This design comes from an exercise in tuning for small area on the open sky130 flow, not from production work.
In this exercise RTL edits were held to simulation tests only and were not proved equivalent to the original.
No driver is modelled on the clock port, so clock power and skew are understated where the tree is cut down; a real chip needs a root buffer or a tree.
Power figures rest on the tool's default switching activity, not on a simulated workload.

File: design/flow/design.v
module Topmodule(
    input wire Clk,
    input wire Data,
    input wire Reset,
    input wire En,
    output reg Out
    );
    wire rst = Reset | ~En;
    localparam [8:0] X = 9'd9;
    reg [8:0] cnt;
    wire sat = cnt[8] & cnt[7];
    always @(posedge Clk)
        if (rst) cnt <= X;
        else if (!sat) cnt <= cnt + 1'b1;
    reg [6:0] L;
    always @(posedge Clk)
        L <= {L[5:0], Data};
    reg [53:0] r;
    wire ins0  = (cnt <= X+9'd47);
    wire in0   = Data & (cnt >= X+9'd25);
    wire ins6  = (cnt <= X+9'd22);
    wire ins30 = (cnt >= X+9'd47) && (cnt <= X+9'd70);
    wire b;
    always @(posedge Clk)
        r <= {r[52:30], ins30 ? b : r[29], r[28:6], ins6 ? Data : r[5], r[4:0], ins0 ? in0 : r[53]};
    wire l26 = Data, l25 = L[0], l24 = L[1], l23 = L[2];
    wire l22 = L[3], l21 = L[4], l20 = L[5], l19 = L[6];
    wire e3  = r[22], e2  = r[23], e1  = r[24], e0  = r[25];
    wire em1 = r[26], em2 = r[27], em3 = r[28], em4 = r[29];
    wire A25 = l25 ^ l23 ^ l22 ^ l20 ^ l19;
    wire B25 = l25 ^ l24 ^ l23 ^ l22 ^ l19;
    wire A26 = l26 ^ l24 ^ l23 ^ l21 ^ l20;
    wire B26 = l26 ^ l25 ^ l24 ^ l23 ^ l20;
    wire A3  = e3 ^ e1 ^ e0 ^ em2 ^ em3;
    wire B2  = e2 ^ e1 ^ e0 ^ em1 ^ em4;
    wire cs6 = r[30] & (cnt >= X+9'd48);
    wire cs5 = r[31] & (cnt >= X+9'd49);
    wire cs4 = r[32] & (cnt >= X+9'd50);
    wire cs2 = r[34] & (cnt >= X+9'd52);
    wire cs1 = r[35] & (cnt >= X+9'd53);
    wire o1 = cs1 ^ cs2 ^ cs4 ^ cs5;
    wire o2 = cs1 ^ cs4 ^ cs5 ^ cs6;
    wire [8:0] jj = cnt - X - 9'd47;           
    wire [4:0] u = jj[4:0];
    localparam [23:0] K1 = 24'b110000010011111100000011;
    localparam [23:0] K2 = 24'b101111000111011001110010;
    reg p1, p2;                             
    always @(*) begin
        case (u)
            5'd0, 5'd3, 5'd6, 5'd9, 5'd12, 5'd15, 5'd18, 5'd21: begin p1 = 1'b1; p2 = 1'b0; end
            5'd1, 5'd4, 5'd7, 5'd10, 5'd13, 5'd16, 5'd19, 5'd22: begin p1 = 1'b0; p2 = 1'b1; end
            default: begin p1 = 1'b0; p2 = 1'b0; end
        endcase
    end
    wire F1 = ((u == 5'd1) ? A26 : p1 ? A25 : B2) ^ K1[u];
    wire F2 = ((u == 5'd0 || u == 5'd1) ? B26 : p2 ? B25 : A3) ^ K2[u];
    assign b = (F1 ^ o1) & (F2 ^ o2);
    always @(*)
        Out = ((cnt >= X+9'd273) && (cnt <= X+9'd295) && r[8]) |
              ((cnt >= X+9'd321) && (cnt <= X+9'd344) && r[33]);
endmodule
File: design/flow/flow/run.sh
#!/bin/bash
# Standard ORFS layout with three changes:
#  - the combinational part of the standard synthesis is re-mapped for area
#    (registers, their names and cell types untouched) before floorplanning;
#  - clock tree synthesis uses small clock buffers and no dummy loads;
#  - port buffers are the smallest buffer.
# Each tool's output goes to a log file of its own in the work folder.
set -euo pipefail
W=$(pwd)
R=$W/orfs/results/$FLOW_PLATFORM/Topmodule/base
export CTS_ARGS="-sink_clustering_enable -repair_clock_nets -dont_use_dummy_load -sink_clustering_size 30 -sink_clustering_max_diameter 200 -buf_list \"sky130_fd_sc_hd__clkbuf_2 sky130_fd_sc_hd__clkbuf_4\""
export BUFFER_PORTS_ARGS="-buffer_cell sky130_fd_sc_hd__buf_1"
bash standard.sh synth > $W/flow_synth.log 2>&1
cp $R/1_2_yosys.v $W/standard_1_2_yosys.v
REMAP_NETLIST=$R/1_2_yosys.v REMAP_ABC=$W/flow/remap.abc \
  yosys -c $W/flow/remap.tcl > $W/flow_remap.log 2>&1
touch $R/1_2_yosys.v
bash standard.sh finish > $W/flow_finish.log 2>&1
File: design/flow/flow/remap.abc
strash
&get -n
&deepsyn -T 30
&put
&get -n
&st
&dch
&nf -R 1000
&put
File: design/flow/flow/remap.tcl
# Re-map the combinational logic of the standard synthesis for area.
# The registers (their instances, names and cell types) are kept as they are.
yosys -import
set lib $::env(FLOW_HOME)/platforms/sky130hd/lib/sky130_fd_sc_hd__tt_025C_1v80.lib
set net $::env(REMAP_NETLIST)
read_liberty -ignore_miss_func $lib
read_verilog $net
hierarchy -top $::env(FLOW_TOP)
blackbox sky130_fd_sc_hd__dfxtp_1
flatten
opt_clean -purge
tee -o remap_before.stat stat -liberty $lib
abc -liberty $lib -dont_use *lpflow* -dont_use *probe* -script $::env(REMAP_ABC)
opt_clean -purge
hilomap -singleton -hicell sky130_fd_sc_hd__conb_1 HI -locell sky130_fd_sc_hd__conb_1 LO
insbuf -buf sky130_fd_sc_hd__buf_4 A X
opt_clean -purge
tee -o remap_after.stat stat -liberty $lib
write_verilog -noattr -nohex -nodec $net
File: design/flow/standard.sh
#!/bin/bash
# synth_recipe.tcl (not shown) runs the flow's synth.tcl, then flattens the netlist and writes it again
# the make line also repeats each setting of config.mk as NAME=value (left out here)
make -C /OpenROAD-flow-scripts/flow DESIGN_CONFIG=/design/flow/config.mk WORK_HOME=/design/flow/orfs CLKGATE_MAP_FILE= SYNTH_SCRIPT=/design/flow/synth_recipe.tcl "${@:-finish}"
File: design/flow/config.mk
export PLATFORM = sky130hd
export DESIGN_NAME = Topmodule
export DESIGN_NICKNAME = Topmodule
export VERILOG_FILES = /design/flow/design.v
export SDC_FILE = /design/flow/constraint.sdc
export NUM_CORES = 4
export LEC_CHECK = 0
export CAP_MARGIN = 20
export CORE_MARGIN = 2
export CORE_UTILIZATION = 40
export SLEW_MARGIN = 20
File: design/flow/constraint.sdc
create_clock -name core_clock -period 12.0 [get_ports {Clk}]
set_input_delay 2.4000 -clock core_clock [delete_from_list [all_inputs] [get_ports {Clk}]]
set_output_delay 2.4000 -clock core_clock [all_outputs]
set_load 0.01 [all_outputs]
==> results of run 1 <==
==> sequential cells by signal, summed over array words and instances (netlist names) <==
register / count
L: 7
cnt: 9
r: 54
==> per-stage QoR <==
| stage | instance area, sq um | util (%) |
|---|---|---|
| 6_report | 2250 | 44.4 |
| 5_1_grt | 2250 | 44.4 |
| 4_1_cts | 2250 | 44.4 |
| 3_5_place_dp | 2190 | 43.1 |
| 3_3_place_gp | 2190 | 43.1 |
| 2_1_floorplan | 2080 | - |
==> worst max-delay path by stage <==
stage | cells after the start | slack [ns] | endpoint
floorplan | 4 | 8.21 | Out
global placement | 5 | 8.14 | Out
detailed placement | 5 | 8.11 | Out
CTS | 5 | 7.67 | Out
global route | 5 | 7.53 | Out
finish | 5 | 7.68 | Out
==> power groups by stage <==
stage | registers, mW | logic [mW] | clock network (mW)
6_report | 0.249 | 0.0265 | 0.0968
5_1_grt | 0.250 | 0.0299 | 0.113
4_1_cts | 0.249 | 0.0267 | 0.104
3_5_place_dp | 0.254 | 0.0265 | 0
3_3_place_gp | 0.254 | 0.0266 | 0
2_1_floorplan | 0.252 | 0.0229 | 0
==> final cells by class <==
type	count	area share (%)
inverters	2	0.333
flip-flops and latches	70	62.2
repair buffers	4	0.666
multi-input cells	111	30.0
well taps	70	3.88
clock buffers	9	3.00
==> worst max-delay path, delay by kind of cell, from the launching register on <==
kind | cells | cell delay [ns]
buf+inv | 1 | 0.19
flops | 1 | 0.42
simple gates | 2 | 0.65
compound gates | 2 | 0.28
==> metal layers <==
| layer | share of wire (%) | global-route usage, % |
|---|---|---|
| met5 | 0 | 0 |
| met4 | 2.9 | 7.09 |
| met3 | 4.9 | 6.16 |
| met2 | 41 | 17.1 |
| met1 | 51 | 16.0 |
==> cells in the final DEF (no fill, tap or decap), drive strengths merged <==
cell type / count
dfxtp: 70
o21ai: 10
nor2b: 3
nor3: 5
and2: 1
or2: 1
o311ai: 1
nand2b: 2
buf: 4
xnor2: 13
o31ai: 1
xor2: 11
nand2: 17
mux2i: 2
nor4: 1
a41oi: 1
o21a: 2
o221ai: 1
a21oi: 11
o211ai: 1
o211a: 1
clkbuf: 9
a22oi: 1
a222oi: 1
nand3: 2
a31oi: 4
nor2: 15
clkinv: 2
nor4b: 2
a32oi: 1
==> summary.md, run 1 <==
| Metric | Value |
|---|---|
| Crit path from | cnt[2]$_SDFFE_PP0N_ |
| Syn_nets | about 190 |
| CTS tree | built |
| Final worst setup slack | just under 8 ns |
| Routed len/inst | between 10 and 15 um |
| Biggest cell delay along the critical path | roughly 0.42 ns |
| Worst setup path class | register to output port |
| Skew-Pair Late Insertion Delay | ~0.40 ns |
| Final total power | around 0.37 mW |
| Worst reg-to-reg path cell count | 11 |
| First-pass GRT wire length | roughly 5500 um |
| Critical Path AT | about 1.9 ns |
| Max_cap viols | 0 |
| Setup-failing EPs final | 0 |
| FILL cells | approximately 500 |
| Vias in the first global route | approximately 1200 |
| Buffers inserted by post-CTS timing repair | 0 |
| Row count | 26 |
| Worst vdd ir | 0.0000952 V |
| Switching share of power | a little over a fifth |
| Place WS | approximately 8.1 ns |
| Post-DRT Antenna Nets | 0 |
| Multi-input gate area in the final layout | between 600 and 700 sq um |
| Yosys warning count | 1 |
| HP Start | r[44]$_DFF_P_ |
| CTS resizes | 0 |
| GRT Total Usage | between 10% and 20% |
| CTS root buffer | clkbuf_4 |
| Reg power frac | roughly two thirds |
| CP Capture Type | output port |
| Max Fclk | 232 MHz |
| Inserted Diodes | 0 |
| Initial core utilization | ~40% |
| Clock period minus worst slack | about 4.3 ns |
| PortBufs | 4 |
| Layout cell share with drive strength beyond 1 | under 10% |
| Post-synthesis cell area | 2080 sq um |
| Core area | roughly 5100 sq um |
| Static Leakage | roughly 0.84 nW |
| Combinational share of power | ~7.1% |
| Crit Path Max Fanout | 12 |
| Largest net degree at the start of global routing | 15 |
| Total number of vias | ~1200 |
| Register area | about 1400 sq um |
| Die Ht | between 70 and 80 um |
| Headroom to the max-slew limit | 61.7% |
| Tightest Hold Check Type | register to register |
| Clock Skew | just over 0.03 ns |
| Worst r2r src | cnt[0]$_SDFFE_PP1N_ |
| Flop-to-flop setup slack | 9.77 ns |
| Outcome | no timing/DRC/antenna violations |
| Pwr/cell area | roughly 170 nW/um^2 |
| Final Non-Filler Cells | approximately 270 |
| Hold Path Cell Cnt | 0 |
| Crit path launch type | register |
| Vias per cell | 4.65 |
| Die Area | between 5000 and 6000 sq um |
| DP HPWL | just over 2000 um |
| Clk buf depth | 2 |
| Final Slew Violations | 0 |
| Grt total ovfl | 0 |
| Slew @ Worst Pin | roughly 0.57 ns |
| I/O pin count | 5 |
| GPL Wtd Cong | 0.813 |
| Critical path's slowest cell | dfxtp_1 |
| Capturing point of the worst reg2reg path | r[30]$_DFF_P_ |
| Syn Inst Count | ~180 |
| RSZ-0062 raised after global routing | false |
| Total CTS buffers | 9 |
| Worst-path cell chain | or2_0, o21ai_0, a222oi_1, nor4b_1, buf_1 |
| Post-CTS Hold Buffers | 0 |
| Placed cells | roughly 260 |
| Routed wire length | between 3000 and 4000 um |
| Final Net Count | approximately 200 |
| Req. time, crit path | between 9 and 10 ns |
| Syn Area/Cell | approximately 11 sq um |
| Min-Delay Endpoint | r[45]$_DFF_P_ |
| CTS clk-pin slew, worst paths | about 0.080 ns |
| Switch Pwr | ~0.081 mW |
| Fin crit share | 36.0% |
| Area Growth Syn to Fin | 8.16% |
| Drt initial violations | 80 |
| TritonCTS Sinks | 70 |
| DRC errors left | 0 |
| P_int | approximately 0.29 mW |
| Final hold violation count | 0 |
| Setup TNS | 0 ns |
| Clock power share | between 20% and 30% |
| Fin Hold WS | about 0.31 ns |
| DR pass1 iterations | 4 |
| Chip width | about 76 um |
| Initial antenna violation count | 0 |
| CTS H-tree lvls | 3 |
==> run 2: changes to the inputs <==
--- a/design/flow/flow/run.sh
+++ b/design/flow/flow/run.sh
@@ -10,3 +10,3 @@
 R=$W/orfs/results/$FLOW_PLATFORM/Topmodule/base
-export CTS_ARGS="-sink_clustering_enable -repair_clock_nets -dont_use_dummy_load -sink_clustering_size 30 -sink_clustering_max_diameter 200 -buf_list \"sky130_fd_sc_hd__clkbuf_2 sky130_fd_sc_hd__clkbuf_4\""
+export CTS_ARGS="-sink_clustering_enable -repair_clock_nets -dont_use_dummy_load -sink_clustering_size 30 -sink_clustering_max_diameter 200 -buf_list sky130_fd_sc_hd__clkbuf_4"
 export BUFFER_PORTS_ARGS="-buffer_cell sky130_fd_sc_hd__buf_1"
==> summary.md, run 2 <==
| Metric | Value |
|---|---|
| Clock period minus worst slack | between 4 and 5 ns |
| Crit Path Max Fanout | 12 |
| Post-synthesis cell area | 2080 sq um |
| Clk buf depth | 2 |
| Inserted Diodes | 0 |
| GRT Total Usage | around 13% |
| CP Capture Type | output port |
| Total number of vias | approximately 1200 |
| Setup TNS | 0 ns |
| CTS H-tree lvls | 3 |
| Area Growth Syn to Fin | 8.16% |
| Worst setup path class | register to output port |
| TritonCTS Sinks | 70 |
| Final hold violation count | 0 |
| Max Fclk | approximately 230 MHz |
| Outcome | no timing/DRC/antenna violations |
| Req. time, crit path | 9.60 ns |
| Crit path launch type | register |
| Worst-path cell chain | or2_0, o21ai_0, a222oi_1, nor4b_1, buf_1 |
| Yosys warning count | 1 |
| HP Start | r[44]$_DFF_P_ |
| Most frequent cells in the layout | dfxtp_1 (70), nand2_1 (17), nor2_1 (15), xnor2_1 (13) |
| RSZ-0062 raised after global routing | false |
| Static Leakage | roughly 0.84 nW |
| Buffers inserted by post-CTS timing repair | 0 |
| Commonest non-fill, non-tap cell in the layout | dfxtp_1 |
| Final Slew Violations | 0 |
| Post-CTS Hold Buffers | 0 |
| DRC errors left | 0 |
| Grt total ovfl | 0 |
| Largest registers | r x54, cnt x9, L x7 |
| Total CTS buffers | 9 |
| Chip width | 76.2 um |
| Worst r2r src | cnt[0]$_SDFFE_PP1N_ |
| Final Net Count | roughly 200 |
| Syn_nets | between 150 and 200 |
| Row count | 26 |
| Max_cap viols | 0 |
| Post-DRT Antenna Nets | 0 |
| CTS root buffer | clkbuf_4 |
| Syn Area/Cell | roughly 11 sq um |
| Met1 Resource Use GR | around 16% |
| Final Instance Area | roughly 2300 sq um |
| GRT met3 Usage | 6.16% |
| Critical Path AT | around 1.9 ns |
| Initial antenna violation count | 0 |
| DR pass1 iterations | 4 |
| Fin crit share | a little over a third |
| I/O pin count | 5 |
| Core area | 5070 sq um |
| Pwr/cell area | 165 nW/um^2 |
| Register area | roughly 1400 sq um |
| Largest register FFs | 54 |
| Met2 usage | approximately 17% |
| Critical path's slowest cell | dfxtp_1 |
| FILL cells | approximately 500 |
| Routed wire length | 3090 um |
| GPL Wtd Cong | approximately 0.81 |
| Skew-Pair Late Insertion Delay | 0.40 ns |
| PortBufs | 4 |
| Die Ht | roughly 76 um |
| Vias per cell | approximately 4.7 |
| Placed Area | ~2200 sq um |
| DP HPWL | ~2000 um |
| Multi-input gate area in the final layout | roughly 680 sq um |
| Top reg by flops | r |
| Layout cell share with drive strength beyond 1 | under 10% |
| Biggest cell delay along the critical path | around 0.42 ns |
| Vias in the first global route | roughly 1200 |
| Setup-failing EPs final | 0 |
| Initial core utilization | approximately two fifths |
| Clock Skew | just over 0.03 ns |
| GRT busiest layer | met2 |
| CTS clk-pin slew, worst paths | around 0.080 ns |
| Tightest Hold Check Type | register to register |
| Crit path from | cnt[2]$_SDFFE_PP0N_ |
| Worst vdd ir | ~0.000095 V |
| Routed len/inst | between 10 and 15 um |
| CTS tree | built |
| Die Area | just under 6000 sq um |
| Largest net degree at the start of global routing | 15 |
| CTS resizes | 0 |
| Syn Inst Count | 183 |
| Headroom to the max-slew limit | between 60 and 70% |
| Drt initial violations | 80 |
| First-pass GRT wire length | 5540 um |
| Slew @ Worst Pin | approximately 0.57 ns |
## run 2: worst paths after layout
path                                 endpoint  slack (ns)  cells past startpoint
worst min register to register  r[45]$_DFF_P_        0.31                      0
worst max register to register  r[30]$_DFF_P_        9.77                     11
worst min-delay path            r[45]$_DFF_P_        0.31                      0
worst max-delay path                      Out        7.68                      5
## run 2: critical path, delay by kind of cell (launching register included)
kind / cells / cell delay (ns)
compound gates: 2 / 0.28
simple gates: 2 / 0.65
flops: 1 / 0.42
buf+inv: 1 / 0.19
## run 2: power breakdown
part | switching (mW) | total [mW] | internal (mW)
clock | 0.0619 | 0.0968 | 0.0348
sequential | 0.00600 | 0.249 | 0.243
combinational | 0.0132 | 0.0265 | 0.0133
total | 0.0811 | 0.372 | 0.291
## run 2: area by class of cell
cell class              instances  area share [%]
inverters                       2           0.333
repair buffers                  4           0.666
multi-input cells             111            30.0
well taps                      70            3.88
flip-flops and latches         70            62.2
clock buffers                   9            3.00
## run 2: metal layers
layer / share of wire (%) / vias to the layer above
li1: - / 647
met1: 51 / 557
met2: 41 / 25
met3: 4.9 / 9
met4: 2.9 / 0
met5: 0 / -
## run 2: per-stage QoR
step | std cells | hold WS [ns] | setup slack, ns | utilization (%) | power [mW]
finish | 266 | 0.312 | 7.68 | 44.4 | 0.372
detailed placement | 257 | 0.312 | 8.11 | 43.1 | 0.281
global placement | 257 | 0.310 | 8.14 | 43.1 | 0.281
global route | 266 | 0.315 | 7.53 | 44.4 | 0.393
CTS | 266 | 0.310 | 7.67 | 44.4 | 0.380
floorplan | 183 | 0.310 | 8.21 | - | 0.275
==> run 3: changes to the inputs <==
--- a/design/flow/design.v
+++ b/design/flow/design.v
@@ -8,3 +8,3 @@
     wire rst = Reset | ~En;
-    localparam [8:0] X = 9'd9;
+    localparam [8:0] X = 9'd23;
     reg [8:0] cnt;
@@ -14,5 +14,5 @@
         else if (!sat) cnt <= cnt + 1'b1;
-    reg [6:0] L;
+    reg [5:0] L;
     always @(posedge Clk)
-        L <= {L[5:0], Data};
+        L <= {L[4:0], Data};
     reg [53:0] r;
@@ -26,9 +26,12 @@
     wire l26 = Data, l25 = L[0], l24 = L[1], l23 = L[2];
-    wire l22 = L[3], l21 = L[4], l20 = L[5], l19 = L[6];
+    wire l22 = L[3], l21 = L[4], l20 = L[5];
     wire e3  = r[22], e2  = r[23], e1  = r[24], e0  = r[25];
     wire em1 = r[26], em2 = r[27], em3 = r[28], em4 = r[29];
-    wire A25 = l25 ^ l23 ^ l22 ^ l20 ^ l19;
-    wire B25 = l25 ^ l24 ^ l23 ^ l22 ^ l19;
     wire A26 = l26 ^ l24 ^ l23 ^ l21 ^ l20;
     wire B26 = l26 ^ l25 ^ l24 ^ l23 ^ l20;
+    reg A25, B25;
+    always @(posedge Clk) begin
+        A25 <= A26;
+        B25 <= B26;
+    end
     wire A3  = e3 ^ e1 ^ e0 ^ em2 ^ em3;
==> summary.md, run 3 <==
| Metric | Value |
|---|---|
| Area Growth Syn to Fin | 8.17% |
| Switching share of power | a little under a quarter |
| Final hold violation count | 0 |
| Clock power share | approximately 26% |
| Die Ht | about 75 um |
| Routed wire length | between 3000 and 4000 um |
| Grt total ovfl | 0 |
| DP HPWL | between 2000 and 2500 um |
| Post-synthesis cell area | 2040 sq um |
| Core area | approximately 4800 sq um |
| Fin crit share | around two fifths |
| Clock period minus worst slack | 4.67 ns |
| RSZ-0062 raised after global routing | false |
| First-pass GRT wire length | about 5300 um |
| P_int | between 0.3 and 0.4 mW |
| Syn Area/Cell | about 12 sq um |
| CTS tree | built |
| Setup TNS | 0 ns |
| Clk buf depth | 2 |
| Outcome | no timing/DRC/antenna violations |
| Die Area | ~5700 sq um |
| Inserted Diodes | 0 |
| CP Capture Type | output port |
| Vias per cell | ~4.7 |
| Critical Path AT | 2.27 ns |
| DR pass1 iterations | 4 |
| Layout cell share with drive strength beyond 1 | 4.84% |
| Drt initial violations | 24 |
| Crit path launch type | register |
| Worst setup path class | register to output port |
| Skew-Pair Late Insertion Delay | 0.41 ns |
| PortBufs | 4 |
| CTS clk-pin slew, worst paths | about 0.12 ns |
| Largest registers | r x54, cnt x9, L x6 |
| Vias in the first global route | 1146 |
| Largest net degree at the start of global routing | 17 |
| GPL Wtd Cong | slightly above 0.8 |
| Initial antenna violation count | 0 |
| Static Leakage | 0.858 nW |
| Req. time, crit path | 9.60 ns |
| Combinational share of power | 8.5% |
| Final Net Count | approximately 190 |
| Final worst setup slack | 7.33 ns |
| CTS resizes | 0 |
| Pwr/cell area | roughly 180 nW/um^2 |
| Largest register FFs | 54 |
| Post-CTS Hold Buffers | 0 |
| Syn_nets | 177 |
| Initial core utilization | between 40% and 50% |
| Total number of vias | between 1000 and 1500 |
| Yosys warning count | 1 |
| Row count | 25 |
| Most frequent cells in the layout | dfxtp_1 (71), nand2_1 (18), a21oi_1 (14), o21ai_0 (13), xnor2_1 (12) |
| I/O pin count | 5 |
| Tightest Hold Check Type | register to register |
| Total CTS buffers | 9 |
| Chip width | between 70 and 80 um |
| Buffers inserted by post-CTS timing repair | 0 |
| CTS root buffer | clkbuf_4 |
| Headroom to the max-slew limit | 66.5% |
| Slew @ Worst Pin | roughly 0.5 ns |
| GRT Total Usage | 13.6% |
| Final cell utilization of the core | 45.7% |
| Setup-failing EPs final | 0 |
| FILL cells | roughly 480 |
| Post-DRT Antenna Nets | 0 |
| Max_cap viols | 0 |
| Top reg by flops | r |
| DRC errors left | 0 |
| Crit Path Max Fanout | 9 |
| CTS H-tree lvls | 3 |
| Clock Skew | between 0.03 and 0.04 ns |
| Final Slew Violations | 0 |
| Worst vdd ir | around 0.000086 V |
| Commonest non-fill, non-tap cell in the layout | dfxtp_1 |
| Switch Pwr | roughly 0.09 mW |
| Reg power frac | 65.9% |
| Max Fclk | 214 MHz |
| Syn Inst Count | roughly 170 |
| Place WS | about 7.7 ns |
| TritonCTS Sinks | 71 |
| Routed len/inst | 12.2 um |
==> run 3: final cells by class <==
type,count,area (sq um),area share [%]
repair buffers,4,15.0,0.682
clock buffers,9,67.6,3.07
well taps,67,83.8,3.81
flip-flops and latches,71,1420,64.5
multi-input cells,100,607,27.6
inverters,2,7.51,0.341
==> run 3: path summary, 6_finish.rpt <==
check             slack [ns]            end                start  cells past startpoint
hold reg to reg         0.31  r[42]$_DFF_P_        r[41]$_DFF_P_                      0
setup reg to reg        9.48  r[30]$_DFF_P_  cnt[4]$_SDFFE_PP1N_                     10
setup / recovery        7.33            Out  cnt[0]$_SDFFE_PP1N_                      7
hold / removal          0.31  r[42]$_DFF_P_        r[41]$_DFF_P_                      0
==> run 3: stage by stage <==
stage	hold slack (ns)	cell area (sq um)	power [mW]	instances
after floorplan	0.310	2040	0.290	173
after global placement	0.310	2130	0.296	244
after detailed placement	0.312	2130	0.298	244
after CTS	0.312	2200	0.398	253
after global routing	0.321	2200	0.414	253
final	0.312	2200	0.394	253
==> run 3: routing by layer <==
layer / GRT usage [%] / routed length [um] / vias to the layer above
met5: 0 / 0 / -
met4: 8.77 / 78 / 0
met3: 6.35 / 130 / 8
met2: 18.8 / 1380 / 19
met1: 16.9 / 1500 / 542
li1: - / - / 610
==> run 3: power groups by stage <==
stage | combinational, mW | sequential (mW) | clock, mW
finish | 0.0336 | 0.259 | 0.101
CTS | 0.0336 | 0.260 | 0.105
global placement | 0.0319 | 0.264 | 0
global route | 0.0382 | 0.261 | 0.114
floorplan | 0.0279 | 0.262 | 0
detailed placement | 0.0332 | 0.265 | 0
==> run 3: worst max-delay path: stages, from the launching register on <==
cell	delay, ns
dfxtp_1	0.51
clkinv_1	0.17
a21oi_1	0.28
and3_1	0.34
nand2_1	0.12
nor2_1	0.23
nor4b_1	0.10
buf_1	0.14
==> run 4: changes to the inputs <==
==> design/flow/design.v (replaced) <==
module Topmodule(
    input wire Clk,
    input wire Data,
    input wire Reset,
    input wire En,
    output reg Out
    );
    wire rst = Reset | ~En;
    reg [6:0] hi;
    reg [1:0] lo;
    wire sat = (hi >= 7'd122);
    always @(posedge Clk)
        if (rst) begin
            hi <= 7'd6;
            lo <= 2'd1;
        end else if (!sat) begin
            if (lo == 2'd2) begin
                lo <= 2'd0;
                hi <= hi + 1'b1;
            end else
                lo <= lo + 1'b1;
        end
    reg [5:0] L;
    always @(posedge Clk)
        L <= {L[4:0], Data};
    reg [53:0] r;
    wire ins0  = ((hi < 7'd22) || (hi == 7'd22 && lo <= 2'd0));
    wire in0   = Data & ((hi > 7'd14) || (hi == 7'd14 && lo >= 2'd2));
    wire ins6  = ((hi < 7'd13) || (hi == 7'd13 && lo <= 2'd2));
    wire ins30 = (((hi > 7'd22) || (hi == 7'd22 && lo >= 2'd0)) && ((hi < 7'd29) || (hi == 7'd29 && lo <= 2'd2)));
    wire b;
    always @(posedge Clk)
        r <= {r[52:30], ins30 ? b : r[29], r[28:6], ins6 ? Data : r[5], r[4:0], ins0 ? in0 : r[53]};
    wire l26 = Data, l25 = L[0], l24 = L[1], l23 = L[2];
    wire l21 = L[4], l20 = L[5];
    wire e3  = r[22], e2  = r[23], e1  = r[24], e0  = r[25];
    wire em1 = r[26], em2 = r[27], em3 = r[28], em4 = r[29];
    wire A26 = l26 ^ l24 ^ l23 ^ l21 ^ l20;
    wire B26 = l26 ^ l25 ^ l24 ^ l23 ^ l20;
    reg A25, B25;
    always @(posedge Clk) begin
        A25 <= A26;
        B25 <= B26;
    end
    wire A3  = e3 ^ e1 ^ e0 ^ em2 ^ em3;
    wire B2  = e2 ^ e1 ^ e0 ^ em1 ^ em4;
    wire cs6 = r[30] & ((hi > 7'd22) || (hi == 7'd22 && lo >= 2'd1));
    wire cs5 = r[31] & ((hi > 7'd22) || (hi == 7'd22 && lo >= 2'd2));
    wire cs4 = r[32] & ((hi > 7'd23) || (hi == 7'd23 && lo >= 2'd0));
    wire cs2 = r[34] & ((hi > 7'd23) || (hi == 7'd23 && lo >= 2'd2));
    wire cs1 = r[35] & ((hi > 7'd24) || (hi == 7'd24 && lo >= 2'd0));
    wire o1 = cs1 ^ cs2 ^ cs4 ^ cs5;
    wire o2 = cs1 ^ cs4 ^ cs5 ^ cs6;
    reg K1;
    always @(*) begin
        K1 = 1'b0;
        case ({hi, lo})
            {7'd22, 2'd0}: K1 = 1'b1;
            {7'd22, 2'd1}: K1 = 1'b1;
            {7'd24, 2'd2}: K1 = 1'b1;
            {7'd25, 2'd0}: K1 = 1'b1;
            {7'd25, 2'd1}: K1 = 1'b1;
            {7'd25, 2'd2}: K1 = 1'b1;
            {7'd26, 2'd0}: K1 = 1'b1;
            {7'd26, 2'd1}: K1 = 1'b1;
            {7'd27, 2'd1}: K1 = 1'b1;
            {7'd29, 2'd1}: K1 = 1'b1;
            {7'd29, 2'd2}: K1 = 1'b1;
            default: ;
        endcase
    end
    reg K2;
    always @(*) begin
        K2 = 1'b0;
        case ({hi, lo})
            {7'd22, 2'd1}: K2 = 1'b1;
            {7'd23, 2'd1}: K2 = 1'b1;
            {7'd23, 2'd2}: K2 = 1'b1;
            {7'd24, 2'd0}: K2 = 1'b1;
            {7'd25, 2'd0}: K2 = 1'b1;
            {7'd25, 2'd1}: K2 = 1'b1;
            {7'd26, 2'd0}: K2 = 1'b1;
            {7'd26, 2'd1}: K2 = 1'b1;
            {7'd26, 2'd2}: K2 = 1'b1;
            {7'd28, 2'd0}: K2 = 1'b1;
            {7'd28, 2'd1}: K2 = 1'b1;
            {7'd28, 2'd2}: K2 = 1'b1;
            {7'd29, 2'd0}: K2 = 1'b1;
            {7'd29, 2'd2}: K2 = 1'b1;
            default: ;
        endcase
    end
    reg u0;
    always @(*) begin
        u0 = 1'b0;
        case ({hi, lo})
            {7'd22, 2'd0}: u0 = 1'b1;
            default: ;
        endcase
    end
    reg u1;
    always @(*) begin
        u1 = 1'b0;
        case ({hi, lo})
            {7'd22, 2'd1}: u1 = 1'b1;
            default: ;
        endcase
    end
    wire p1 = (lo == 2'd0);    
    wire p2 = (lo == 2'd1);    
    wire F1 = (u1 ? A26 : p1 ? A25 : B2) ^ K1;
    wire F2 = ((u0 | u1) ? B26 : p2 ? B25 : A3) ^ K2;
    assign b = (F1 ^ o1) & (F2 ^ o2);
    always @(*)
        Out = ((((hi > 7'd97) || (hi == 7'd97 && lo >= 2'd1)) && ((hi < 7'd104) || (hi == 7'd104 && lo <= 2'd2))) && r[8]) |
              ((((hi > 7'd113) || (hi == 7'd113 && lo >= 2'd1)) && ((hi < 7'd121) || (hi == 7'd121 && lo <= 2'd0))) && r[33]);
endmodule
==> summary.md, run 4 <==
| Metric | Value |
|---|---|
| Largest register FFs | 54 |
| Area Growth Syn to Fin | 8.24% |
| Final Non-Filler Cells | about 260 |
| Skew-Pair Late Insertion Delay | 0.39 ns |
| Core area | 4790 sq um |
| Die Area | 5640 sq um |
| Initial antenna violation count | 0 |
| Fin crit share | a little under two fifths |
| Switch Pwr | 0.0790 mW |
| TritonCTS Sinks | roughly 70 |
| Largest registers | r x54, hi x7, L x6 |
| Commonest non-fill, non-tap cell in the layout | dfxtp_1 |
| Reg power frac | about two thirds |
| Switching share of power | approximately a fifth |
| RSZ-0062 raised after global routing | false |
| Crit path launch type | register |
| Setup TNS | 0 ns |
| Top reg by flops | r |
| Post-CTS Hold Buffers | 0 |
| Final Slew Violations | 0 |
| Row count | 25 |
| Combinational share of power | under 10% |
| Post-synthesis cell area | about 2000 sq um |
| Max_cap viols | 0 |
| CTS H-tree lvls | 3 |
| Drt initial violations | 30 |
| Buffers inserted by post-CTS timing repair | 0 |
| Chip width | roughly 75 um |
| GPL Wtd Cong | approximately 0.8 |
| Initial core utilization | between 40 and 50% |
| Slew @ Worst Pin | about 0.42 ns |
| Vias in the first global route | ~1200 |
| Clock power share | a little over a quarter |
| Fin Hold WS | between 0.3 and 0.4 ns |
| Most frequent cells in the layout | dfxtp_1 (71), o21ai_0 (17), a21oi_1 (15), nand2_1 (13) |
| Die Ht | 75.1 um |
| Worst setup path class | register to output port |
| Inserted Diodes | 0 |
| Max Fclk | between 200 and 250 MHz |
| Final hold violation count | 0 |
| Final Net Count | 195 |
| Syn Inst Count | between 150 and 200 |
| CP Capture Type | output port |
| Post-DRT Antenna Nets | 0 |
| Grt total ovfl | 0 |
| Worst vdd ir | 0.0000966 V |
| Syn_nets | 180 |
| First-pass GRT wire length | between 5000 and 6000 um |
| CTS clk-pin slew, worst paths | 0.09 ns |
| Clk buf depth | 2 |
| Clock Skew | between 0.02 and 0.03 ns |
| Clock period minus worst slack | ~4.5 ns |
| GRT Total Usage | between 10% and 20% |
| Crit Path Max Fanout | 13 |
| Worst reg-to-reg path cell count | 10 |
| Total number of vias | between 1000 and 1500 |
| DR pass1 iterations | 4 |
| Headroom to the max-slew limit | between 70% and 80% |
| DP HPWL | ~2000 um |
| Vias per cell | 4.68 |
| P_int | around 0.29 mW |
| Tightest Hold Check Type | register to register |
| Placed Area | between 2000 and 2500 sq um |
| Syn Area/Cell | 11.5 sq um |
| CTS root buffer | clkbuf_4 |
| Hold Path Cell Cnt | 0 |
| CTS resizes | 0 |
| Req. time, crit path | 9.60 ns |
| Routed len/inst | 11.4 um |
| Routed wire length | 2920 um |
| Total CTS buffers | 9 |
| Placed cells | around 250 |
| Pwr/cell area | roughly 170 nW/um^2 |
| DRC errors left | 0 |
| Layout cell share with drive strength beyond 1 | 4.76% |
| Critical Path AT | just over 2 ns |
| PortBufs | 4 |
| Static Leakage | between 0.8 and 0.9 nW |
| CTS tree | built |
| Setup-failing EPs final | 0 |
| I/O pin count | 5 |
| Yosys warning count | 1 |
| Outcome | no timing/DRC/antenna violations |
| Final Instance Area | around 2200 sq um |
| Largest net degree at the start of global routing | 14 |
run 4: worst max-delay path, cell delays in order, from the launching register on:
cell	delay (ns)
dfxtp_1	0.55
nor2b_1	0.29
or3_1	0.15
a21oi_1	0.06
a2111oi_0	0.43
buf_1	0.19
run 4: worst paths after layout:
kind	from	to	slack (ns)
max	lo[1]$_SDFFE_PP0N_	Out	7.54
min	r[10]$_DFF_P_	r[11]$_DFF_P_	0.32
max reg2reg	lo[0]$_SDFFE_PP1N_	r[30]$_DFF_P_	9.93
min reg2reg	r[10]$_DFF_P_	r[11]$_DFF_P_	0.32
run 4: routing by layer:
metal / up-vias / GRT usage [%] / routed length [um]
met4: 0 / 6.94 / 59
met1: 548 / 14.9 / 1430
met5: - / 0 / 0
met3: 6 / 9.37 / 137
li1: 621 / - / -
met2: 22 / 18.7 / 1280
run 4: per-stage QoR:
step	power (mW)	utilization [%]	setup slack [ns]
finish	0.371	45.7	7.54
global route	0.392	45.7	7.30
CTS	0.378	45.7	7.48
detailed placement	0.278	44.3	7.80
global placement	0.278	44.3	7.84
floorplan	0.273	-	8.04
run 4: final cells by class:
cell class	instances	area, sq um
Timing Repair Buffer	4	15.0
Inverter	3	11.3
Fill cell	460	2600
Multi-Input combinational cell	102	588
Sequential cell	71	1420
Clock buffer	9	67.6
Tap cell	67	83.8
run 4: power groups by stage:
stage | clock [mW] | sequential (mW) | combinational (mW)
finish | 0.0986 | 0.253 | 0.0197
global route | 0.116 | 0.254 | 0.0219
CTS | 0.105 | 0.253 | 0.0199
detailed placement | 0 | 0.258 | 0.0197
global placement | 0 | 0.258 | 0.0194
floorplan | 0 | 0.256 | 0.0168
==> run 5: changes to the inputs <==
--- a/design/flow/flow/run.sh
+++ b/design/flow/flow/run.sh
@@ -4,3 +4,4 @@
 #    (registers, their names and cell types untouched) before floorplanning;
-#  - clock tree synthesis uses small clock buffers and no dummy loads;
+#  - the clock tree is four leaf buffers, one per quarter of the
+#    flip-flops, driven by the clock port (flow/clock.tcl, run after CTS);
 #  - port buffers are the smallest buffer.
@@ -12,2 +13,4 @@
 export BUFFER_PORTS_ARGS="-buffer_cell sky130_fd_sc_hd__buf_1"
+export POST_CTS_TCL=$W/flow/clock.tcl
+export CLOCK_LEAF_BUF=sky130_fd_sc_hd__buf_6
 bash standard.sh synth > $W/flow_synth.log 2>&1
==> design/flow/flow/clock.tcl (new file) <==
# Run after clock tree synthesis (POST_CTS_TCL). The design has few
# flip-flops, so the tree CTS built (a root and eight leaf buffers) is
# replaced by four leaf buffers, each driving the flip-flops of one quarter
# of the placement; the clock port drives the four buffers.
set block [ord::get_db_block]
set dbu [$block getDbUnitsPerMicron]
set tree {}
foreach inst [$block getInsts] {
  if {[string match "clkbuf_*_Clk" [$inst getName]]} { lappend tree [$inst getName] }
}
puts "clock.tcl: removing [llength $tree] clock tree buffers"
remove_buffers [get_cells $tree]
set flops {}
foreach pin [get_pins -of_objects [get_nets Clk]] {
  set it [sta::sta_to_db_pin $pin]
  if {$it eq "NULL"} { continue }
  set loc [[$it getInst] getLocation]
  lappend flops [list $pin [lindex $loc 0] [lindex $loc 1]]
}
set n [llength $flops]
puts "clock.tcl: $n clock sinks"
set sx [lsort -integer -index 1 $flops]
set h [expr {$n / 2}]
set groups {}
foreach half [list [lrange $sx 0 [expr {$h - 1}]] [lrange $sx $h end]] {
  set sy [lsort -integer -index 2 $half]
  set m [expr {[llength $sy] / 2}]
  lappend groups [lrange $sy 0 [expr {$m - 1}]] [lrange $sy $m end]
}
set i 0
foreach g $groups {
  set pins {}
  set cx 0
  set cy 0
  foreach f $g {
    lappend pins [lindex $f 0]
    set cx [expr {$cx + [lindex $f 1]}]
    set cy [expr {$cy + [lindex $f 2]}]
  }
  set k [llength $g]
  set x [expr {double($cx) / $k / $dbu}]
  set y [expr {double($cy) / $k / $dbu}]
  puts "clock.tcl: leaf $i drives $k flip-flops from $x $y"
  insert_buffer -buffer_cell $::env(CLOCK_LEAF_BUF) -net [get_nets Clk] -load_pins $pins \
    -location [list $x $y] -buffer_name clkleaf_$i -net_name clknet_leaf_$i
  incr i
}
foreach net [$block getNets] {
  if {[string match "clknet_*" [$net getName]] || [$net getName] eq "Clk"} { $net setSigType CLOCK }
}
detailed_placement
check_placement -verbose
estimate_parasitics -placement
report_clock_skew
==> summary.md, run 5 <==
| Metric | Value |
|---|---|
| Crit Path Max Fanout | 13 |
| Post-synthesis cell area | 2020 sq um |
| Final Slew Violations | 0 |
| Grt total ovfl | 0 |
| Yosys warning count | 1 |
| Headroom to the max-slew limit | ~35% |
| Vias in the first global route | 1113 |
| Syn_nets | 180 |
| Slew @ Worst Pin | between 0.9 and 1 ns |
| Initial core utilization | a little over two fifths |
| Biggest cell delay along the critical path | ~0.82 ns |
| Static Leakage | ~0.81 nW |
| Outcome | no timing/DRC/antenna violations |
| Layout cell share with drive strength beyond 1 | around 2.2% |
| Final Net Count | between 150 and 200 |
| Core area | 4790 sq um |
| Skew-Pair Late Insertion Delay | between 0.1 and 0.15 ns |
| Worst-path cell chain | nor2b_1, or3_1, a21oi_1, a2111oi_0 |
| Placed cells | around 250 |
| Register area | ~1400 sq um |
| Die Ht | around 75 um |
| DR pass1 iterations | 4 |
| Initial antenna violation count | 0 |
| FILL cells | approximately 460 |
| Tightest Hold Check Type | register to register |
| DRC errors left | 0 |
| Vias per cell | a little under 5 |
| CTS clk-pin slew, worst paths | approximately 0.11 ns |
| PortBufs | 4 |
| Commonest non-fill, non-tap cell in the layout | dfxtp_1 |
| I/O pin count | 5 |
| Setup-failing EPs final | 0 |
| Worst vdd ir | ~0.000094 V |
| Syn Area/Cell | 11.5 sq um |
| Fin crit share | between 30% and 40% |
| Largest net degree at the start of global routing | 19 |
| Largest registers | r x54, hi x7, L x6 |
| Largest register FFs | 54 |
| GRT Total Usage | between 10% and 20% |
| Critical Path AT | a little over 2 ns |
| DP HPWL | 1990 um |
| Req. time, crit path | 9.60 ns |
| Post-DRT Antenna Nets | 0 |
| Max Fclk | around 230 MHz |
| Most frequent cells in the layout | dfxtp_1 (71), o21ai_0 (17), a21oi_1 (15), nand2_1 (13) |
| Final hold violation count | 0 |
| Row count | 25 |
| Total number of vias | about 1200 |
| Top reg by flops | r |
| Die Area | around 5600 sq um |
| Clock period minus worst slack | approximately 4.4 ns |
| Multi-input gate area in the final layout | 588 sq um |
| Worst setup path class | register to output port |
| Routed len/inst | roughly 12 um |
| Max_cap viols | 0 |
| Syn Inst Count | about 180 |
| RSZ-0062 raised after global routing | false |
| GPL Wtd Cong | 0.804 |
| First-pass GRT wire length | 5040 um |
| TritonCTS Sinks | around 70 |
| Chip width | roughly 75 um |
| Inserted Diodes | 0 |
| Critical path's slowest cell | a2111oi_0 |
| Crit path launch type | register |
| Area Growth Syn to Fin | 6.38% |
| Drt initial violations | 120 |
| Final Non-Filler Cells | about 250 |
| Pwr/cell area | roughly 160 nW/um^2 |
| Routed wire length | about 2900 um |
| Setup TNS | 0 ns |
| CP Capture Type | output port |
| Clock Skew | just over 0.01 ns |
[run 5: worst paths after layout]
kind | startpoint | end | slack (ns) | cells after the start
setup / recovery | lo[1]$_SDFFE_PP0N_ | Out | 7.58 | 4
hold / removal | r[47]$_DFF_P_ | r[48]$_DFF_P_ | 0.33 | 0
setup reg to reg | hi[0]$_SDFFE_PP0P_ | r[30]$_DFF_P_ | 9.90 | 11
hold reg to reg | r[47]$_DFF_P_ | r[48]$_DFF_P_ | 0.33 | 0
[run 5: where the power goes]
part	internal, mW	leakage [nW]	total (mW)	switching (mW)
clock	0.0269	0.0242	0.0786	0.0517
sequential	0.248	0.594	0.253	0.00546
combinational	0.00965	0.194	0.0193	0.00962
total	0.284	0.812	0.351	0.0667
[run 5: layout make-up, clock buffers not listed]
cell class / count / share of cell area [%]
sequential: 71 / 66.1
multi-input combinational: 102 / 27.4
tap: 67 / 3.90
inverter: 3 / 0.524
[run 5: worst max-delay path, delay by kind of cell (launching register included)]
kind	cells	cell delay [ns]
compound gates	2	0.88
flops	1	0.56
simple gates	2	0.44
[run 5: per-stage QoR]
stage	total power, mW	setup WS, ns	util (%)	instance area [sq um]	hold WS, ns
5_1_grt	0.369	7.42	44.9	2150	0.345
2_1_floorplan	0.273	8.04	-	2020	0.310
3_5_place_dp	0.278	7.80	44.3	2120	0.312
6_report	0.351	7.58	44.9	2150	0.333
3_3_place_gp	0.278	7.84	44.3	2120	0.312
[run 5: metal layers]
metal / vias up / global-route usage (%) / wire length, um
met5: - / 0 / 0
met4: 0 / 4.56 / 24
met3: 5 / 4.69 / 174
met2: 27 / 22.8 / 1360
met1: 574 / 22.0 / 1370
li1: 601 / - / -
==> run 6: changes to the inputs <==
--- a/design/flow/flow/run.sh
+++ b/design/flow/flow/run.sh
@@ -3,3 +3,4 @@
 #  - the combinational part of the standard synthesis is re-mapped for area
-#    (registers, their names and cell types untouched) before floorplanning;
+#    (registers, their names and cell types untouched) before floorplanning:
+#    four ABC runs with different seeds, the smallest result is kept;
 #  - the clock tree is four leaf buffers, one per quarter of the
@@ -17,5 +18,10 @@
 cp $R/1_2_yosys.v $W/standard_1_2_yosys.v
-REMAP_NETLIST=$R/1_2_yosys.v REMAP_ABC=$W/flow/remap.abc \
-  yosys -c $W/flow/remap.tcl > $W/flow_remap.log 2>&1
-touch $R/1_2_yosys.v
+for s in 1 2 3 4; do
+  REMAP_IN=$W/standard_1_2_yosys.v REMAP_OUT=$W/remap$s.v REMAP_STAT=$W/remap$s.stat \
+  REMAP_ABC=$W/flow/remap$s.abc yosys -c $W/flow/remap.tcl > $W/flow_remap$s.log 2>&1 &
+done
+wait
+best=$(for s in 1 2 3 4; do echo "$(awk '/Chip area/ {print $NF}' $W/remap$s.stat) $s"; done | sort -g | head -1 | cut -d' ' -f2)
+echo "remap: areas $(grep -h 'Chip area' $W/remap?.stat | awk '{print $NF}' | tr '\n' ' '), keeping $best" > $W/flow_remap.log
+cp $W/remap$best.v $R/1_2_yosys.v
 bash standard.sh finish > $W/flow_finish.log 2>&1
==> design/flow/flow/remap.tcl (replaced) <==
# Re-map the combinational logic of the standard synthesis for area.
# The registers (their instances, names and cell types) are kept as they are.
# Reads REMAP_IN, writes REMAP_OUT and REMAP_STAT (its area), using the ABC
# script REMAP_ABC.
yosys -import
set lib $::env(FLOW_HOME)/platforms/sky130hd/lib/sky130_fd_sc_hd__tt_025C_1v80.lib
read_liberty -ignore_miss_func $lib
read_verilog $::env(REMAP_IN)
hierarchy -top $::env(FLOW_TOP)
blackbox sky130_fd_sc_hd__dfxtp_1
flatten
opt_clean -purge
abc -liberty $lib -dont_use *lpflow* -dont_use *probe* -script $::env(REMAP_ABC)
opt_clean -purge
hilomap -singleton -hicell sky130_fd_sc_hd__conb_1 HI -locell sky130_fd_sc_hd__conb_1 LO
insbuf -buf sky130_fd_sc_hd__buf_4 A X
opt_clean -purge
tee -o $::env(REMAP_STAT) stat -liberty $lib
write_verilog -noattr -nohex -nodec $::env(REMAP_OUT)
==> design/flow/flow/remap1.abc (new file) <==
strash
&get -n
&deepsyn -T 30 -S 1
&put
&get -n
&st
&dch
&nf -R 1000
&put
==> design/flow/flow/remap2.abc (new file) <==
strash
&get -n
&deepsyn -T 30 -S 2
&put
&get -n
&st
&dch
&nf -R 1000
&put
==> design/flow/flow/remap3.abc (new file) <==
strash
&get -n
&deepsyn -T 30 -S 3
&put
&get -n
&st
&dch
&nf -R 1000
&put
==> design/flow/flow/remap4.abc (new file) <==
strash
&get -n
&deepsyn -T 30 -S 4
&put
&get -n
&st
&dch
&nf -R 1000
&put
removed: design/flow/flow/remap.abc
==> summary.md, run 6 <==
| Metric | Value |
|---|---|
| Outcome | no timing/DRC/antenna violations |
| Largest registers | r x54, hi x7, L x6 |
| Clock Skew | 0.00654 ns |
| Capturing point of the worst reg2reg path | r[30]$_DFF_P_ |
| Fin crit share | 33.4% |
| Initial antenna violation count | 0 |
| Combinational share of power | roughly 4.9% |
| Syn_nets | 185 |
| HP Start | r[14]$_DFF_P_ |
| Top reg by flops | r |
| Switching share of power | between 10% and 20% |
| Crit path from | lo[0]$_SDFFE_PP1N_ |
| CTS clk-pin slew, worst paths | roughly 0.1 ns |
| Routed wire length | approximately 3100 um |
| Syn Inst Count | ~180 |
| First-pass GRT wire length | between 5000 and 6000 um |
| Worst vdd ir | between 0.0001 and 0.00015 V |
| Drt initial violations | 164 |
| CP Capture Type | output port |
| Vias per cell | around 4.9 |
| Area Growth Syn to Fin | 6.37% |
| Placed cells | 252 |
| Worst setup path class | register to output port |
| Layout cell share with drive strength beyond 1 | 2.16% |
| P_int | 0.282 mW |
| RSZ-0062 raised after global routing | false |
| Row count | 25 |
| Tightest Hold Check Type | register to register |
| Final Slew Violations | 0 |
| Yosys warning count | 1 |
| Headroom to the max-slew limit | roughly 72% |
| DRC errors left | 0 |
| Most frequent cells in the layout | dfxtp_1 (71), o21ai_0 (21), nand2_1 (17), nor2_1 (14), a21oi_1 (13) |
| Max_cap viols | 0 |
| Static Leakage | about 0.84 nW |
| Crit Path Max Fanout | 11 |
| Final Net Count | roughly 190 |
| GRT Total Usage | approximately 16% |
| Critical Path Sink | Out |
| Inserted Diodes | 0 |
| Clock period minus worst slack | approximately 4.0 ns |
| Placed Area | about 2100 sq um |
| Core area | roughly 4800 sq um |
| Syn Area/Cell | approximately 11 sq um |
| Total number of vias | about 1200 |
| Req. time, crit path | about 9.6 ns |
| Routed len/inst | ~12 um |
| Flop-to-flop setup slack | approximately 9.8 ns |
| Largest net degree at the start of global routing | 19 |
| Crit path launch type | register |
| Post-DRT Antenna Nets | 0 |
| Grt total ovfl | 0 |
| Setup TNS | 0 ns |
| I/O pin count | 5 |
| Switch Pwr | around 0.066 mW |
| Final Non-Filler Cells | approximately 250 |
| Final Instance Area | ~2200 sq um |
| TritonCTS Sinks | 71 |
| Chip width | around 75 um |
| Reg power frac | between 70% and 80% |
| Commonest non-fill, non-tap cell in the layout | dfxtp_1 |
| Die Ht | approximately 75 um |
| Critical Path AT | approximately 1.6 ns |
| Initial core utilization | a little over two fifths |
| Largest register FFs | 54 |
| Final total power | between 0.3 and 0.4 mW |
| Skew-Pair Late Insertion Delay | roughly 0.13 ns |
| PortBufs | 4 |
| DR pass1 iterations | 5 |
| Vias in the first global route | around 1200 |
| Pwr/cell area | 162 nW/um^2 |
| Final hold violation count | 0 |
| Setup-failing EPs final | 0 |
| Worst r2r src | r[25]$_DFF_P_ |
| GPL Wtd Cong | a little over 0.8 |
| Post-synthesis cell area | between 2000 and 2500 sq um |
| Die Area | around 5600 sq um |
| Clock power share | ~22% |
| Slew @ Worst Pin | between 0.4 and 0.5 ns |
| Max Fclk | between 200 and 250 MHz |
| Worst reg-to-reg path cell count | 10 |
| DP HPWL | about 2100 um |
run 6: power by group through the flow:
stage               combinational, mW  sequential, mW  clock, mW
floorplan                      0.0144           0.256          0
global placement               0.0167           0.258          0
detailed placement             0.0175           0.258          0
global route                   0.0192           0.254     0.0916
finish                         0.0170           0.253     0.0779
run 6: how the worst min path moves through the flow:
stage | end | cells after the start | slack [ns]
2_1_floorplan | L[4]$_DFF_P_ | 0 | 0.31
3_3_place_gp | r[12]$_DFF_P_ | 0 | 0.31
3_5_place_dp | r[53]$_DFF_P_ | 0 | 0.31
5_1_grt | r[38]$_DFF_P_ | 0 | 0.35
6_report | r[15]$_DFF_P_ | 0 | 0.33
run 6: critical path, cell delays in order, from the launching register on:
cell and delay (ns):
dfxtp_1 0.56, o21ai_0 0.15, nand2_1 0.12, or2_0 0.16, a21oi_1 0.08, a211oi_1 0.40
run 6: cell type report, clock buffers not listed:
cell class                      count  area (sq um)
Fill cell                         451          2630
Inverter                            5          18.8
Multi-Input combinational cell    105           583
Sequential cell                    71          1420
Tap cell                           67          83.8
run 6: per-stage QoR:
step	hold WS, ns	util, %	setup slack [ns]
floorplan	0.310	-	8.34
global placement	0.310	44.3	8.15
detailed placement	0.312	44.3	8.07
global route	0.346	45.0	7.81
finish	0.328	45.0	7.99
run 6: routing by layer:
metal  global-route usage, %  vias up  share of wire, %
met3                    4.02        0               6.3
met1                    22.9      569                45
met5                       0        -                 0
li1                        -      612                 -
met4                    4.17        0                 0
met2                    23.2       42                49
==> run 7: changes to the inputs <==
==> design/flow/design.v (replaced) <==
module Topmodule(
    input wire Clk,
    input wire Data,
    input wire Reset,
    input wire En,
    output reg Out
    );
    wire rst = Reset | ~En;
    reg [6:0] hi;
    reg [1:0] lo;
    wire sat = (hi >= 7'd124);
    always @(posedge Clk)
        if (rst) begin
            hi <= 7'd8;
            lo <= 2'd1;
        end else if (!sat) begin
            if (lo == 2'd2) begin
                lo <= 2'd0;
                hi <= hi + 1'b1;
            end else
                lo <= lo + 1'b1;
        end
    reg [5:0] L;
    always @(posedge Clk)
        L <= {L[4:0], Data};
    reg [53:0] r;
    wire ins0  = ((hi < 7'd24) || (hi == 7'd24 && lo <= 2'd0));
    wire in0   = Data & ((hi > 7'd16) || (hi == 7'd16 && lo >= 2'd2));
    wire ins6  = ((hi < 7'd15) || (hi == 7'd15 && lo <= 2'd2));
    wire ins30 = (((hi > 7'd24) || (hi == 7'd24 && lo >= 2'd0)) && ((hi < 7'd24) || (hi == 7'd24 && lo <= 2'd1)));
    wire ins29 = (((hi > 7'd24) || (hi == 7'd24 && lo >= 2'd1)) && ((hi < 7'd31) || (hi == 7'd31 && lo <= 2'd1)));
    wire b2223, b;
    always @(posedge Clk)
        r <= {r[52:30], ins30 ? b2223 : r[29], ins29 ? b : r[28], r[27:6], ins6 ? Data : r[5], r[4:0], ins0 ? in0 : r[53]};
    wire A = Data ^ L[1] ^ L[2] ^ L[4] ^ L[5];
    wire B = Data ^ L[0] ^ L[1] ^ L[2] ^ L[5];
    reg Ar;
    always @(posedge Clk)
        Ar <= A;
    wire j22 = (((hi > 7'd24) || (hi == 7'd24 && lo >= 2'd0)) && ((hi < 7'd24) || (hi == 7'd24 && lo <= 2'd0)));
    wire b23 = ~A & ~(B ^ r[30]);
    assign b2223 = j22 ? (~Ar & B) : b23;
    wire e3  = r[21], e2  = r[22], e1  = r[23], e0  = r[24];
    wire em1 = r[25], em2 = r[26], em3 = r[27], em4 = r[28];
    wire A3  = e3 ^ e1 ^ e0 ^ em2 ^ em3;
    wire B2  = e2 ^ e1 ^ e0 ^ em1 ^ em4;
    wire j24 = (((hi > 7'd24) || (hi == 7'd24 && lo >= 2'd1)) && ((hi < 7'd24) || (hi == 7'd24 && lo <= 2'd1)));
    wire cs6 = j24 ? b23 : r[29];
    wire cs5 = r[30];
    wire cs4 = r[31] & ((hi > 7'd24) || (hi == 7'd24 && lo >= 2'd2));
    wire cs2 = r[33] & ((hi > 7'd25) || (hi == 7'd25 && lo >= 2'd1));
    wire cs1 = r[34] & ((hi > 7'd25) || (hi == 7'd25 && lo >= 2'd2));
    wire o1 = cs1 ^ cs2 ^ cs4 ^ cs5;
    wire o2 = cs1 ^ cs4 ^ cs5 ^ cs6;
    reg K1;
    always @(*) begin
        K1 = 1'b0;
        case ({hi, lo})
            {7'd26, 2'd1}: K1 = 1'b1;
            {7'd26, 2'd2}: K1 = 1'b1;
            {7'd27, 2'd0}: K1 = 1'b1;
            {7'd27, 2'd1}: K1 = 1'b1;
            {7'd27, 2'd2}: K1 = 1'b1;
            {7'd28, 2'd0}: K1 = 1'b1;
            {7'd29, 2'd0}: K1 = 1'b1;
            {7'd31, 2'd0}: K1 = 1'b1;
            {7'd31, 2'd1}: K1 = 1'b1;
            default: ;
        endcase
    end
    reg K2;
    always @(*) begin
        K2 = 1'b0;
        case ({hi, lo})
            {7'd25, 2'd0}: K2 = 1'b1;
            {7'd25, 2'd1}: K2 = 1'b1;
            {7'd25, 2'd2}: K2 = 1'b1;
            {7'd26, 2'd2}: K2 = 1'b1;
            {7'd27, 2'd0}: K2 = 1'b1;
            {7'd27, 2'd2}: K2 = 1'b1;
            {7'd28, 2'd0}: K2 = 1'b1;
            {7'd28, 2'd1}: K2 = 1'b1;
            {7'd29, 2'd2}: K2 = 1'b1;
            {7'd30, 2'd0}: K2 = 1'b1;
            {7'd30, 2'd1}: K2 = 1'b1;
            {7'd30, 2'd2}: K2 = 1'b1;
            {7'd31, 2'd1}: K2 = 1'b1;
            default: ;
        endcase
    end
    wire p1 = (lo == 2'd2);    
    wire p2 = (lo == 2'd0);    
    wire F1 = (p1 ? A : B2) ^ K1;
    wire F2 = (p2 ? B : A3) ^ K2;
    assign b = (F1 ^ o1) & (F2 ^ o2);
    always @(*)
        Out = ((((hi > 7'd99) || (hi == 7'd99 && lo >= 2'd1)) && ((hi < 7'd106) || (hi == 7'd106 && lo <= 2'd2))) && r[8]) |
              ((((hi > 7'd115) || (hi == 7'd115 && lo >= 2'd1)) && ((hi < 7'd123) || (hi == 7'd123 && lo <= 2'd0))) && r[33]);
endmodule
==> summary.md, run 7 <==
| Metric | Value |
|---|---|
| TritonCTS Sinks | 70 |
| HP Start | r[18]$_DFF_P_ |
| Area Growth Syn to Fin | 6.52% |
| Hold Path Cell Cnt | 0 |
| Largest register FFs | 54 |
| Min-Delay Endpoint | r[19]$_DFF_P_ |
| Routed wire length | about 2800 um |
| DR pass1 iterations | 6 |
| I/O pin count | 5 |
| Core area | about 4800 sq um |
| Layout cell share with drive strength beyond 1 | approximately 2.4% |
| Final Non-Filler Cells | 235 |
| Commonest non-fill, non-tap cell in the layout | dfxtp_1 |
| Vias per cell | 4.97 |
| Die Area | approximately 5500 sq um |
| DRC errors left | 0 |
| Placed cells | 235 |
| Post-DRT Antenna Nets | 0 |
| DP HPWL | 1910 um |
| Clock Skew | ~0.0056 ns |
| CTS clk-pin slew, worst paths | roughly 0.11 ns |
| Total number of vias | 1169 |
| GRT Total Usage | 14.7% |
| Final hold violation count | 0 |
| Setup-failing EPs final | 0 |
| Largest net degree at the start of global routing | 19 |
| CP Capture Type | output port |
| Post-synthesis cell area | ~2000 sq um |
| Req. time, crit path | 9.60 ns |
| Crit path launch type | register |
| Max_cap viols | 0 |
| Yosys warning count | 1 |
| Syn Inst Count | ~160 |
| RSZ-0062 raised after global routing | false |
| Max Fclk | approximately 250 MHz |
| Crit Path Max Fanout | 11 |
| Inserted Diodes | 0 |
| Worst r2r src | lo[1]$_SDFFE_PP0N_ |
| Drt initial violations | between 100 and 150 |
| Capturing point of the worst reg2reg path | r[29]$_DFF_P_ |
| Final Net Count | between 150 and 200 |
| Tightest Hold Check Type | register to register |
| Routed len/inst | around 12 um |
| Grt total ovfl | 0 |
| Pwr/cell area | 164 nW/um^2 |
| GPL Wtd Cong | roughly 0.81 |
| Flop-to-flop setup slack | roughly 9.6 ns |
| Top reg by flops | r |
| Initial core utilization | between 40% and 50% |
| Worst vdd ir | roughly 0.000092 V |
| Clock period minus worst slack | ~4.0 ns |
| Critical Path AT | 1.58 ns |
| Largest registers | r x54, hi x7, L x6 |
| Most frequent cells in the layout | dfxtp_1 (70), xnor2_1 (14), nor2_1 (11), a21oi_1 (11) |
| Syn_nets | around 170 |
| Worst setup path class | register to output port |
| Setup TNS | 0 ns |
| PortBufs | 4 |
| Skew-Pair Late Insertion Delay | around 0.13 ns |
| Initial antenna violation count | 0 |
| Static Leakage | between 0.7 and 0.8 nW |
| Outcome | no timing/DRC/antenna violations |
| First-pass GRT wire length | between 4000 and 5000 um |
| Headroom to the max-slew limit | about two thirds |
| Die Ht | 74.3 um |
| Vias in the first global route | about 1000 |
| Row count | 25 |
| Syn Area/Cell | 12.0 sq um |
| Chip width | between 70 and 80 um |
| Slew @ Worst Pin | just over 0.5 ns |
| Final Slew Violations | 0 |
| Worst reg-to-reg path cell count | 8 |
| Fin crit share | about a third |
run 7: changes by cell type in the layout (fill, tap and decap cells not counted), moves of 2 or more:
| cell | delta |
|---|---|
| nand3_1 | -2 |
| o31ai_1 | +2 |
| a21oi_1 | -2 |
| clkinv_1 | -4 |
| nand2_1 | -8 |
| nor2_1 | -3 |
| a31oi_1 | +2 |
| o21ai_0 | -12 |
| xnor2_1 | +4 |
run 7: layout make-up, clock buffers not listed:
class	instances	area [sq um]
fillers	469	2650
flip-flops and latches	70	1400
multi-input cells	93	571
well taps	67	83.8
inverters	1	3.75
run 7: layer usage:
layer | share of wire (%) | wire length, um | global-route usage [%]
met4 | 1.1 | 30 | 5.56
met2 | 47 | 1330 | 20.5
met3 | 6.8 | 194 | 2.98
met1 | 45 | 1290 | 22.3
met5 | 0 | 0 | 0
run 7: worst max path at each step:
| stage | startpoint | to | cells after the start |
|---|---|---|---|
| 2_1_floorplan | Data | r[29]$_DFF_P_ | 9 |
| 3_3_place_gp | Data | r[29]$_DFF_P_ | 10 |
| 3_5_place_dp | Data | r[29]$_DFF_P_ | 10 |
| 5_1_grt | lo[1]$_SDFFE_PP0N_ | Out | 4 |
| 6_report | lo[1]$_SDFFE_PP0N_ | Out | 4 |
run 7: critical path: stages, from the launching register on:
cell and delay (ns):
dfxtp_1 0.54, nor2_1 0.16, o21bai_1 0.20, a311oi_1 0.07, a211oi_1 0.47
run 7: through the flow:
| step | hold WS, ns | instance area [sq um] | power [mW] | util, % | setup WS, ns |
|---|---|---|---|---|---|
| detailed placement | 0.313 | 2070 | 0.273 | 43.6 | 7.82 |
| global route | 0.344 | 2100 | 0.361 | 44.3 | 7.86 |
| finish | 0.334 | 2100 | 0.346 | 44.3 | 8.02 |
| floorplan | 0.310 | 1980 | 0.268 | - | 8.07 |
| global placement | 0.313 | 2070 | 0.272 | 43.6 | 7.87 |
run 7: power by group:
part | internal [mW] | total [mW] | switching [mW]
clock network | 0.0269 | 0.0789 | 0.0520
registers | 0.243 | 0.249 | 0.00542
logic | 0.00895 | 0.0184 | 0.00946
total | 0.279 | 0.346 | 0.0669
==> run 8: changes to the inputs <==
--- a/design/flow/flow/clock.tcl
+++ b/design/flow/flow/clock.tcl
@@ -6,8 +6,22 @@
 set dbu [$block getDbUnitsPerMicron]
+# Take out the buffers CTS made (named clkbuf_*_Clk): each one's loads go
+# back on its input net. Nothing else (the port buffers in particular) is
+# touched.
 set tree {}
 foreach inst [$block getInsts] {
-  if {[string match "clkbuf_*_Clk" [$inst getName]]} { lappend tree [$inst getName] }
+  if {[string match "clkbuf_*_Clk" [$inst getName]]} { lappend tree $inst }
 }
 puts "clock.tcl: removing [llength $tree] clock tree buffers"
-remove_buffers [get_cells $tree]
+foreach inst $tree {
+  set in_net [[$inst findITerm A] getNet]
+  set out_net [[$inst findITerm X] getNet]
+  foreach it [$out_net getITerms] {
+    if {[[$it getInst] getName] ne [$inst getName]} {
+      $it disconnect
+      $it connect $in_net
+    }
+  }
+  odb::dbInst_destroy $inst
+  odb::dbNet_destroy $out_net
+}
 set flops {}
==> summary.md, run 8 <==
| Metric | Value |
|---|---|
| Core area | 4750 sq um |
| Final cell utilization of the core | between 40% and 50% |
| Clock Skew | just under 0.003 ns |
| Post-synthesis cell area | 1980 sq um |
| Routed wire length | between 2000 and 3000 um |
| TritonCTS Sinks | 70 |
| Setup-failing EPs final | 0 |
| Critical path's slowest cell | o31a_1 |
| First-pass GRT wire length | about 4800 um |
| Largest register FFs | between 50 and 60 |
| Syn Inst Count | around 160 |
| I/O pin count | 5 |
| Post-DRT Antenna Nets | 0 |
| Switching share of power | 19.3% |
| Slew @ Worst Pin | slightly below 0.4 ns |
| Max Fclk | approximately 250 MHz |
| Fin crit share | between 30% and 40% |
| Pwr/cell area | about 160 nW/um^2 |
| RSZ-0062 raised after global routing | false |
| Final total power | 0.346 mW |
| Critical Path AT | between 4 and 5 ns |
| Inserted Diodes | 0 |
| Outcome | no timing/DRC/antenna violations |
| Die Ht | 74.3 um |
| Worst vdd ir | about 0.000092 V |
| FILL cells | between 400 and 500 |
| Area Growth Syn to Fin | 7.28% |
| Headroom to the max-slew limit | 73.8% |
| GRT Total Usage | roughly 15% |
| Syn Area/Cell | about 12 sq um |
| Most common cell on crit path | xnor2_1 |
| Largest registers | r x54, hi x7, L x6 |
| Reg power frac | a little over 70% |
| Biggest cell delay along the critical path | about 0.30 ns |
| Tightest Hold Check Type | register to register |
| Die Area | between 5000 and 6000 sq um |
| Yosys warning count | 1 |
| GPL Wtd Cong | between 0.8 and 0.9 |
| Vias in the first global route | slightly above 1000 |
| Initial core utilization | approximately two fifths |
| Clock power share | 22.7% |
| Commonest non-fill, non-tap cell in the layout | dfxtp_1 |
| Final Slew Violations | 0 |
| Total number of vias | roughly 1200 |
| CP Capture Type | register |
| Layout cell share with drive strength beyond 1 | ~2.3% |
| Largest net degree at the start of global routing | 19 |
| Row count | 25 |
| Clock period minus worst slack | around 4.0 ns |
| Crit path launch type | primary input |
| Top reg by flops | r |
| Crit Path Max Fanout | 4 |
| Final hold violation count | 0 |
| Worst setup path class | primary input to register |
| Chip width | roughly 74 um |
| Req. time, crit path | ~12 ns |
| Combinational share of power | 5.5% |
| Setup TNS | 0 ns |
| Routed len/inst | between 10 and 15 um |
| Grt total ovfl | 0 |
| Worst-path cell chain | buf_1, xor2_1, xnor2_1, xnor2_1, xor2_1, nor4_1, a21oi_1, xnor2_1, o31a_1, a21oi_1 |
| DRC errors left | 0 |
| P_int | roughly 0.28 mW |
| Switch Pwr | about 0.067 mW |
| Max_cap viols | 0 |
| CTS clk-pin slew, worst paths | roughly 0.10 ns |
| Fin Hold WS | between 0.3 and 0.4 ns |
| Drt initial violations | about 130 |
| Most frequent cells in the layout | dfxtp_1 (70), xnor2_1 (14), nor2_1 (11), a21oi_1 (11) |
| DR pass1 iterations | 5 |
| Vias per cell | approximately 5 |
| Final Net Count | between 150 and 200 |
| PortBufs | 4 |
| Static Leakage | 0.790 nW |
| Skew-Pair Late Insertion Delay | around 0.13 ns |
| DP HPWL | 1910 um |
| Syn_nets | 168 |
| Initial antenna violation count | 0 |
-- run 8: layout make-up, clock buffers not listed --
cell class              instances  area [sq um]  area share, %
multi-input cells              93           571           26.9
well taps                      67          83.8           3.96
flip-flops and latches         70          1400           66.1
repair buffers                  4          15.0          0.708
inverters                       1          3.75          0.177
-- run 8: power by group through the flow --
stage | sequential, mW | clock [mW] | combinational, mW
floorplan | 0.252 | 0 | 0.0160
global placement | 0.254 | 0 | 0.0184
detailed placement | 0.254 | 0 | 0.0189
global route | 0.250 | 0.0899 | 0.0213
finish | 0.249 | 0.0786 | 0.0191
-- run 8: metrics by stage --
stage | area, sq um | std cells | worst slack, ns
global placement | 2070 | 235 | 7.87
floorplan | 1980 | 164 | 8.07
finish | 2120 | 239 | 7.97
detailed placement | 2070 | 235 | 7.82
global route | 2120 | 239 | 7.77
-- run 8: worst max-delay path: cells and delay by family --
family | cells | cell delay [ns]
and+or+nand+nor | 1 | 0.19
xor gates and xnor gates | 5 | 0.86
AOI/OAI and AO/OA | 3 | 0.53
buffers and inverters | 1 | 0.12
-- run 8: routing by layer --
layer / vias to the layer above / track usage (%) / part of all wire [%]
met3: 4 / 2.85 / 7.3
met4: 0 / 5.56 / 1.1
met1: 565 / 22.5 / 45
li1: 576 / - / -
met2: 45 / 20.5 / 47
met5: - / 0 / 0
-- run 8: path summary, 6_finish.rpt --
check,from,to,slack (ns),cells after the start
hold reg to reg,r[43]$_DFF_P_,r[44]$_DFF_P_,0.34,0
setup reg to reg,lo[1]$_SDFFE_PP0N_,r[29]$_DFF_P_,9.59,8
setup / recovery,Data,r[29]$_DFF_P_,7.97,10
hold / removal,r[43]$_DFF_P_,r[44]$_DFF_P_,0.34,0

Setup slack of run 8, layout unchanged: 7.967 ns with ideal ports, 8.000 ns with driving cells assumed (clock clkbuf_16, inputs buf_2), 7.819 ns with port delays also shifted by the 0.181 ns mid clock arrival.
